Context: an optimization exercise on an open-source flow, tuned for small area, a short achievable clock period and few clock cycles. The choices shown serve that exercise and are no tape-out recipe.
No functional check of the RTL was part of this run.

[flow/config.mk]
export PLATFORM = sky130hd
export DESIGN_NAME = JAM
export DESIGN_NICKNAME = JAM
export VERILOG_FILES = /design/flow/design.v
export SDC_FILE = /design/flow/constraint.sdc
export NUM_CORES = 4
export LEC_CHECK = 0
export ABC_CLOCK_PERIOD_IN_PS = 3500
export CAP_MARGIN = 20
export CORE_MARGIN = 2
export CORE_UTILIZATION = 40
export SLEW_MARGIN = 20
[flow/constraint.sdc]
create_clock -name core_clock -period 12.0 [get_ports {clk}]
set_input_delay 2.4000 -clock core_clock [delete_from_list [all_inputs] [get_ports {clk}]]
set_output_delay 2.4000 -clock core_clock [all_outputs]
set_load 0.01 [all_outputs]
[flow/design.v]
module JAM(
    input  clk,
    input  rst_n,
    input  in_valid,
    input  [6:0] in_cost,
    output logic out_valid,
    output logic [3:0] out_job,
    output logic [9:0] out_cost
);
localparam [3:0] S_IDLE   = 4'd0,    
                 S_WAIT   = 4'd1,    
                 S_RELAX  = 4'd2,    
                 S_SETTLE = 4'd3,    
                 S_END    = 4'd4,    
                 S_WALK   = 4'd5,    
                 S_EDGE   = 4'd6,    
                 S_CHECK  = 4'd7,    
                 S_BFS    = 4'd8,    
                 S_ROT    = 4'd9,    
                 S_OUT    = 4'd10;   
logic [3:0] state;
logic [5:0] cnt;         
logic [3:0] nrows;       
logic [2:0] ph;          
logic       root;        
logic [2:0] ok;          
logic [7:0][7:0][6:0] A;     
logic [7:0][6:0] pr;         
logic [7:0][6:0] U;          
logic [7:0][7:0] dst;       
logic [7:0][2:0] way;        
logic [7:0]      wroot;      
logic [7:0]      vis;        
logic [7:0]      vrow;       
logic [7:0][7:0] P;          
logic [7:0][7:0] T;          
logic [9:0]      cost;
logic [7:0] j1;              
logic [2:0] j1i;             
logic [7:0] xs;              
logic [8:0] K;               
logic [6:0] Dfin;
logic [7:0] j0;              
logic [7:0][7:0] E;          
logic [7:0]      bF, bV;     
logic [7:0][2:0] par;        
logic [2:0]      rw, ry;     
logic [2:0]      rcur;       
logic [7:0]      carry;
logic [7:0] cm;              
always_comb
    for (integer j = 0; j < 8; j = j + 1) begin
        cm[j] = 1'b0;
        for (integer x = 0; x < 8; x = x + 1) cm[j] = cm[j] | P[x][j];
    end
logic [7:0] xsel;
logic [7:0][6:0] arow;
always_comb begin
    xsel = root ? (8'd1 << ph) : xs;
    arow = '0;
    for (integer x = 0; x < 8; x = x + 1)
        if (xsel[x]) arow = arow | A[x];
end
logic [7:0][7:0] cand;
logic [7:0][9:0] csum;
logic [7:0] lt, eq;
always_comb
    for (integer j = 0; j < 8; j = j + 1) begin
        csum[j] = (root ? 10'd0 : {K[8], K}) + {3'd0, arow[j]} + {3'd0, pr[j]};
        cand[j] = (csum[j][9:8] != 2'b00) ? 8'hff : csum[j][7:0];
        lt[j] = root | (cand[j] < dst[j]);
        eq[j] = !root & (cand[j] == dst[j]);
    end
logic [2:0] smi;
logic [7:0] smd;
logic [3:0][7:0] sd0;
logic [3:0][2:0] si0;
logic [1:0][7:0] sd1;
logic [1:0][2:0] si1;
logic [7:0][7:0] dmask;
always_comb begin
    for (integer j = 0; j < 8; j = j + 1)
        dmask[j] = vis[j] ? 8'hff : dst[j];
    for (integer k = 0; k < 4; k = k + 1) begin
        if (dmask[2*k+1] < dmask[2*k]) begin sd0[k] = dmask[2*k+1]; si0[k] = 2*k+1; end
        else                           begin sd0[k] = dmask[2*k];   si0[k] = 2*k;   end
    end
    for (integer k = 0; k < 2; k = k + 1) begin
        if (sd0[2*k+1] < sd0[2*k]) begin sd1[k] = sd0[2*k+1]; si1[k] = si0[2*k+1]; end
        else                       begin sd1[k] = sd0[2*k];   si1[k] = si0[2*k];   end
    end
    if (sd1[1] < sd1[0]) begin smd = sd1[1]; smi = si1[1]; end
    else                 begin smd = sd1[0]; smi = si1[0]; end
end
logic [7:0] smh;
assign smh = 8'd1 << smi;
logic [7:0] xcol;            
always_comb
    for (integer x = 0; x < 8; x = x + 1) xcol[x] = P[x][smi];
logic [7:0] eqf;
logic [7:0][6:0] dlt;
always_comb
    for (integer j = 0; j < 8; j = j + 1) begin
        eqf[j] = (dst[j] == {1'b0, Dfin});
        dlt[j] = vis[j] ? (Dfin - dst[j][6:0]) : 7'd0;
    end
logic [2:0] j0i;
always_comb begin
    j0i = 3'd0;
    for (integer j = 0; j < 8; j = j + 1) if (j0[j]) j0i = j;
end
logic [2:0] wj;      
logic       wr;
assign wj = way[j0i];
assign wr = wroot[j0i];
logic [7:0] wrow;    
always_comb
    for (integer x = 0; x < 8; x = x + 1) wrow[x] = wr ? (x == ph) : P[x][wj];
logic [7:0][2:0] mj;
always_comb
    for (integer x = 0; x < 8; x = x + 1) begin
        mj[x] = 3'd0;
        for (integer j = 0; j < 8; j = j + 1) if (P[x][j]) mj[x] = j;
    end
logic [7:0][7:0] Ec;
always_comb
    for (integer x = 0; x < 8; x = x + 1)
        for (integer y = 0; y < 8; y = y + 1)
            Ec[x][y] = (x != y) && ((T[x] & P[y]) != 8'd0);
logic [7:0][7:0] X;
logic [8:0][7:0][7:0] R;
always_comb begin
    R[8] = E;
    for (integer k = 7; k >= 1; k = k - 1) begin
        for (integer a = 0; a < 8; a = a + 1)
            for (integer b = 0; b < 8; b = b + 1)
                if (a != k && b != k && a != b)
                    R[k][a][b] = R[k+1][a][b] | (R[k+1][a][k] & R[k+1][k][b]);
                else
                    R[k][a][b] = R[k+1][a][b];
    end
    R[0] = R[1];
    for (integer w = 0; w < 8; w = w + 1)
        for (integer y = 0; y < 8; y = y + 1)
            X[w][y] = (y > w && w < 7) ? R[w+1][y][w] : 1'b0;
end
logic [7:0][7:0] imp;    
logic [7:0] impw;
always_comb
    for (integer w = 0; w < 8; w = w + 1) begin
        for (integer y = 0; y < 8; y = y + 1)
            imp[w][y] = X[w][y] & E[w][y] & (mj[y] < mj[w]);
        impw[w] = imp[w] != 8'd0;
    end
logic [2:0] iw;
logic [2:0] iy;
logic [7:0] icols;
logic [2:0] ijc;
always_comb begin
    iw = 3'd0;
    for (integer w = 7; w >= 0; w = w - 1) if (impw[w]) iw = w;
    icols = 8'd0;
    for (integer y = 0; y < 8; y = y + 1) if (imp[iw][y]) icols = icols | P[y];
    ijc = 3'd0;
    for (integer j = 7; j >= 0; j = j - 1) if (icols[j]) ijc = j;
    iy = 3'd0;
    for (integer y = 0; y < 8; y = y + 1) if (P[y][ijc]) iy = y;
end
logic [7:0] bN;
logic [7:0][2:0] bpar;
always_comb
    for (integer z = 0; z < 8; z = z + 1) begin
        bN[z] = 1'b0;
        bpar[z] = par[z];
        if ((z > rw || z == rw) && !bV[z]) begin
            for (integer f = 7; f >= 0; f--)
                if (bF[f] && E[f][z]) begin bN[z] = 1'b1; bpar[z] = f; end
        end
    end
always_ff @(posedge clk or negedge rst_n) begin
    if (!rst_n) begin
        state <= S_IDLE;
        cnt   <= 6'd0;
        nrows <= 4'd0;
        ph    <= 3'd0;
        root  <= 1'b0;
        ok    <= 3'd0;
    end else begin
        if (in_valid) begin
            cnt <= cnt + 6'd1;
            if (cnt[2:0] == 3'd7) nrows <= nrows + 4'd1;
        end
        case (state)
            S_IDLE: begin
                nrows <= 4'd0;
                cnt   <= in_valid ? 6'd1 : 6'd0;
                ph    <= 3'd0;
                if (in_valid) state <= S_WAIT;
            end
            S_WAIT:
                if (nrows > {1'b0, ph}) begin
                    state <= S_RELAX;
                    root  <= 1'b1;
                end
            S_RELAX: begin
                root  <= 1'b0;
                state <= S_SETTLE;
            end
            S_SETTLE:
                state <= cm[smi] ? S_RELAX : S_END;
            S_END:
                state <= S_WALK;
            S_WALK:
                if (wr) begin
                    ph <= ph + 3'd1;
                    if (ph == 3'd7) state <= S_EDGE;
                    else if (nrows > {1'b0, ph} + 4'd1) begin
                        state <= S_RELAX;
                        root  <= 1'b1;
                    end else
                        state <= S_WAIT;
                end
            S_EDGE:
                state <= S_CHECK;
            S_CHECK:
                if (impw != 8'd0) state <= S_BFS;
                else begin
                    state <= S_OUT;
                    ok    <= 3'd0;
                end
            S_BFS:
                if (bN[rw]) state <= S_ROT;
            S_ROT:
                if (par[rcur] == ry) state <= S_EDGE;
            S_OUT: begin
                ok <= ok + 3'd1;
                if (ok == 3'd7) state <= S_IDLE;
            end
            default: state <= S_IDLE;
        endcase
    end
end
always_ff @(posedge clk)
    for (integer w = 0; w < 8; w = w + 1)
        for (integer j = 0; j < 8; j = j + 1)
            if (in_valid && cnt == 8*w + j)
                A[w][j] <= in_cost;
always_ff @(posedge clk) begin
    case (state)
        S_IDLE: begin
            pr   <= '0;
            P    <= '0;
            cost <= 10'd0;
        end
        S_RELAX: begin
            for (integer j = 0; j < 8; j = j + 1) begin
                if ((root || !vis[j]) && lt[j]) begin
                    dst[j]  <= cand[j];
                    way[j]   <= j1i;
                    wroot[j] <= root;
                end
                for (integer x = 0; x < 8; x = x + 1) begin
                    if (xsel[x])
                        T[x][j] <= (!root && vis[j]) ? eq[j] : (lt[j] | eq[j]);
                    else if (!root && vrow[x] && !vis[j] && lt[j])
                        T[x][j] <= 1'b0;
                end
            end
            if (root) begin
                vis  <= 8'd0;
                vrow <= xsel;
            end else
                vrow <= vrow | xsel;
        end
        S_SETTLE: begin
            vis <= vis | smh;
            j1  <= smh;
            j1i <= smi;
            xs  <= xcol;
            K   <= {2'b00, smd[6:0]} - {2'b00, U[smi]};
            Dfin <= smd[6:0];
            j0  <= smh;
        end
        S_END: begin
            cost <= cost + {3'd0, Dfin};
            for (integer j = 0; j < 8; j = j + 1) begin
                pr[j] <= pr[j] + dlt[j];
                U[j]  <= U[j] + dlt[j];
                for (integer x = 0; x < 8; x = x + 1)
                    T[x][j] <= T[x][j] & (eqf[j] | (vrow[x] == vis[j]));
            end
        end
        S_WALK: begin
            for (integer x = 0; x < 8; x = x + 1) P[x][j0i] <= wrow[x];
            U[j0i] <= wr ? Dfin : U[wj];
            j0 <= 8'd1 << wj;
        end
        S_EDGE:
            E <= Ec;
        S_CHECK: begin
            rw <= iw;
            ry <= iy;
            bF <= 8'd1 << iy;
            bV <= 8'd1 << iy;
        end
        S_BFS: begin
            bF  <= bN;
            bV  <= bV | bN;
            par <= bpar;
            rcur  <= rw;
            carry <= P[rw];
        end
        S_ROT: begin
            P[par[rcur]] <= carry;
            carry <= P[par[rcur]];
            rcur  <= par[rcur];
            if (par[rcur] == ry) P[rw] <= P[ry];
        end
        default: ;
    endcase
end
always_ff @(posedge clk or negedge rst_n) begin
    if (!rst_n) begin
        out_valid <= 1'b0;
        out_job   <= 4'd0;
        out_cost  <= 10'd0;
    end else if (state == S_OUT) begin
        out_valid <= 1'b1;
        out_job   <= {1'b0, mj[ok]} + 4'd1;
        out_cost  <= cost;
    end else begin
        out_valid <= 1'b0;
        out_job   <= 4'd0;
        out_cost  <= 10'd0;
    end
end
endmodule
[flow/run.sh]
#!/bin/bash
# synth_recipe.tcl (not shown) runs the flow's synth.tcl, then flattens the netlist and writes it again
# the make line also repeats each setting of config.mk as NAME=value (left out here)
make -C /OpenROAD-flow-scripts/flow DESIGN_CONFIG=/design/flow/config.mk WORK_HOME=/design/flow/orfs CLKGATE_MAP_FILE= SYNTH_SCRIPT=/design/flow/synth_recipe.tcl finish
==> run summary <==
cell families after synthesis:
family / share of synthesized area
buf+inv: 0.0518
flops: 0.444
compound gates: 0.208
fa+ha+maj: 0.108
mux: 0.0294
xor+xnor: 0.0315
simple gates: 0.126
sequential cells by signal (all words and copies together), names as in the netlist, 8 cells and up:
register and flops:
T 64, vrow 8, pr 56, K 8, A 448, cost 10
bV 8, par 24, E 56, vis 8, out_cost 10, P 64
way 24, bF 8, xs 8, carry 8, dst 64, wroot 8
U 56
stage by stage:
step                hold slack [ns]   util
detailed placement            0.526  0.420
floorplan                     0.485      -
CTS                           0.540  0.443
global route                  0.551  0.443
global placement              0.513  0.420
finish                        0.535  0.443
layout make-up:
| cell class | count | share of cell area |
|---|---|---|
| diodes | 5 | 0.000171 |
| clock inverters | 73 | 0.0126 |
| multi-input cells | 4716 | 0.463 |
| well taps | 2189 | 0.0374 |
| clock buffers | 130 | 0.0386 |
| repair buffers | 207 | 0.0222 |
| inverters | 428 | 0.0219 |
| flip-flops and latches | 992 | 0.404 |
worst max-delay path: cells and delay by family (launching register included):
| family | cells | cell delay (ns) |
|---|---|---|
| compound gates | 18 | 2.93 |
| buf+inv | 4 | 1.42 |
| simple gates | 12 | 3.11 |
| flops | 1 | 0.80 |
| xor+xnor | 1 | 0.08 |
| fa+ha+maj | 5 | 1.33 |
metal layers:
layer / vias up / part of all wire / global-route usage
met3: 1028 / 0.11 / 0.0724
met2: 3831 / 0.44 / 0.469
met1: 27770 / 0.38 / 0.391
met4: 14 / 0.072 / 0.179
met5: - / 0.00047 / 0.00283
li1: 24537 / - / -
how the worst min path moves through the flow:
| stage | cells after the start | slack, ns | to | from |
|---|---|---|---|---|
| after floorplan | 1 | 0.49 | out_cost[0]$_DFF_PN0_ | cost[0]$_SDFFCE_PN0P_ |
| after global placement | 1 | 0.51 | out_cost[0]$_DFF_PN0_ | cost[0]$_SDFFCE_PN0P_ |
| after detailed placement | 1 | 0.53 | out_cost[6]$_DFF_PN0_ | cost[6]$_SDFFCE_PN0P_ |
| after CTS | 1 | 0.54 | out_cost[9]$_DFF_PN0_ | cost[9]$_SDFFCE_PN0P_ |
| after global routing | 1 | 0.55 | out_cost[6]$_DFF_PN0_ | cost[6]$_SDFFCE_PN0P_ |
| final | 1 | 0.54 | out_cost[9]$_DFF_PN0_ | cost[9]$_SDFFCE_PN0P_ |
cells in the final DEF, fill, tap and decap left out, types with 28 or more instances in the layout:
| master | n |
|---|---|
| inv_1 | 421 |
| nor2_1 | 503 |
| a211oi_1 | 48 |
| a21o_1 | 135 |
| o22ai_1 | 150 |
| mux2i_1 | 70 |
| mux4_2 | 45 |
| ha_1 | 434 |
| nand2_1 | 460 |
| nand3_1 | 129 |
| nand2b_1 | 77 |
| a221oi_1 | 45 |
| nor2b_1 | 126 |
| a222oi_1 | 127 |
| o211ai_1 | 28 |
| edfxtp_1 | 956 |
| and3_1 | 86 |
| and2_1 | 72 |
| xor2_1 | 39 |
| xnor2_1 | 201 |
| clkbuf_16 | 108 |
| a21oi_1 | 351 |
| o21ai_0 | 440 |
| nand4_1 | 90 |
| a22oi_1 | 381 |
| o21a_1 | 64 |
| fa_1 | 90 |
| nor3_1 | 44 |
| buf_4 | 179 |
| o21bai_1 | 42 |
| a31oi_1 | 36 |
| dfrtp_1 | 35 |
==> Implementation_results.wiki <==
{| class="wikitable"
! Metric !! Value
|-
| Outcome || no timing/DRC/antenna violations
|-
| Number of iterations in the first detailed-routing pass || 14
|-
| Routed wire length || 266 mm
|-
| Via count || 57180
|-
| Critical path capture point type || register
|-
| Area enclosed by the die boundary || 0.170 mm^2
|-
| Slack of the critical path || 2.05 ns
|-
| FF/Latch Area || 0.0296 mm^2
|-
| Port-buffer cells || 24
|-
| Time the final worst path needs with I/O delays and setup || 9.95 ns
|-
| Total nets after synthesis || 7153
|-
| Wire length of the first global-routing pass || 380 mm
|-
| Fraction of registers with async set or reset after synthesis || 0.0363
|-
| Biggest area consumer among synthesized cells || edfxtp_1
|-
| Most frequent cell after synthesis || edfxtp_1
|-
| Core Area || 0.165 mm^2
|-
| Worst setup slack for register-to-register paths || 2.05 ns
|-
| RSZ-0062 raised after global routing || no
|-
| Starting density of the core || 0.404
|-
| CP Launch Point || vis[6]$_SDFFCE_PN0P_
|-
| Number of primary I/O pins || 25
|-
| Area of the multi-input gates || 0.0339 mm^2
|-
| Clock tree from TritonCTS || yes
|-
| Transition time at the pin with the least slew margin || 1.19 ns
|-
| Number of synthesized flops with an enable pin || 956
|-
| # DRC || 0
|-
| Average cell area after synthesis || 10.1 um^2
|-
| Area added between synthesis and finish || 9.85%
|-
| Cells after Synth || 6619
|-
| Max Cap Violations || 0
|-
| Post-detailed-placement cell area || 0.0694 mm^2
|-
| Total count of max-transition violations in the final report || 0
|-
| Clock latency on the worst-skew pair || 0.80 ns
|-
| Category of the most critical setup path || register to register
|-
| Capture point of the critical path || K[6]$_DFFE_PP_
|-
| Violation count after the first detailed-routing iteration || 9200
|-
| Source of the worst register-to-register timing path || vis[6]$_SDFFCE_PN0P_
|-
| Leading post-synthesis cells by instance count || edfxtp_1, nor2_1, nand2_1
|-
| Worst Path Required || 12.51 ns
|-
| Max-Slew Margin vs Limit || 0.199
|-
| Ratio of cells with drive above 1 in the final layout || 0.0805
|-
| Slowest stage cell on the critical path || edfxtp_1
|-
| Fin Setup TNS || 0 ns
|-
| Path type of the worst min-delay path || register to register
|-
| Final-report setup violation count || 0
|-
| Number of antenna violations at the first check in global routing || 12
|-
| Count of placed standard cells including taps || 8529
|-
| Number of unique standard cell types used by synthesis || 96
|-
| Critical Path Most Common Cell || o21a_1
|-
| Post-DR vias/cell || 6.54
|-
| Root Driver || clkbuf_16
|-
| Predominant post-synthesis flop cell || edfxtp_1
|-
| Finished Layout Cells || 8740
|-
| Post-DRT Antenna Nets || 0
|-
| Count of warnings emitted by yosys || 1
|-
| Post-detail-place hpwl || 185 mm
|-
| Startpoint kind of the worst setup timing path || register
|-
| Maximum buffer depth of the clock tree || 3
|-
| Cell count of the worst reg-to-reg path || 40
|-
| Arrival time of the worst setup path || 10.46 ns
|-
| End of the worst register-to-register path || K[6]$_DFFE_PP_
|-
| Total global-route track usage || 0.305
|-
| Number of buffers inserted by post-CTS setup repair || 0
|-
| Y dimension of the die || 412 um
|-
| Top cell type's share of synthesized area || 0.431
|-
| Clk slew on worst S/H paths || 0.06 ns
|-
| # fillers || 15659
|-
| Global placer's final weighted congestion || 1.06
|-
| Residual overflow from global routing || 0
|-
| CTS resizes || 0
|-
| Final hold violation count || 0
|-
| CTS H-tree depth || 3
|-
| Final clock skew || 0.0698 ns
|-
| Maximum cell stage delay along the critical path || 0.80 ns
|-
| Synth area leaders || edfxtp_1, ha_1, a22oi_1, o21ai_0, nor2_1
|-
| Highest net fanout along the worst path || 22
|-
| Number of buffers created by CTS || 108
|-
| Rows || 149
|-
| Number of nets in the final layout || 6987
|-
| Largest net degree at the start of global routing || 90
|-
| Max Freq || 101 MHz
|-
| # clock sinks || 992
|-
| Sequential-to-total area share from yosys stat || 0.444
|-
| Vias in the first global route || 54383
|-
| DP Worst Slack || 2.31 ns
|-
| Final routed wire length divided by cell count || 30.4 um
|-
| Width of the die || 412 um
|-
| Fraction of the cycle the final worst path needs || 0.829
|-
| # hold bufs at CTS || 0
|-
| Post-Synthesis Cell Area || 0.0667 mm^2
|-
| Cell area after layout || 0.0732 mm^2
|-
| Seq cells post-synth || 992
|}

==> afterwards: timing with drivers on the ports <==
The results above use ideal ports. As a check the final layout listed here was re-extracted and re-timed, cells and wires unchanged.
Step 1: set_driving_cell puts a clkbuf_16 on clk and a buf_2 on each other input, an assumption about the parent block.
Step 2 times the ports against the registers' clock, not the clock port: input delays grow and output delays shrink by t, the midpoint of the rising clock arrivals with the driver on.
Three values: ideal, step 1, step 2; two values: the first two.
t, ns: 0.843
setup slack, ns: 2.050 / 2.050 / 2.050
worst slew at a driven data input, ns: 0.03
After both steps this run still meets setup and hold. The setup slack of this run moves by 0.000 ns with the drivers and by 0.000 ns with both steps.
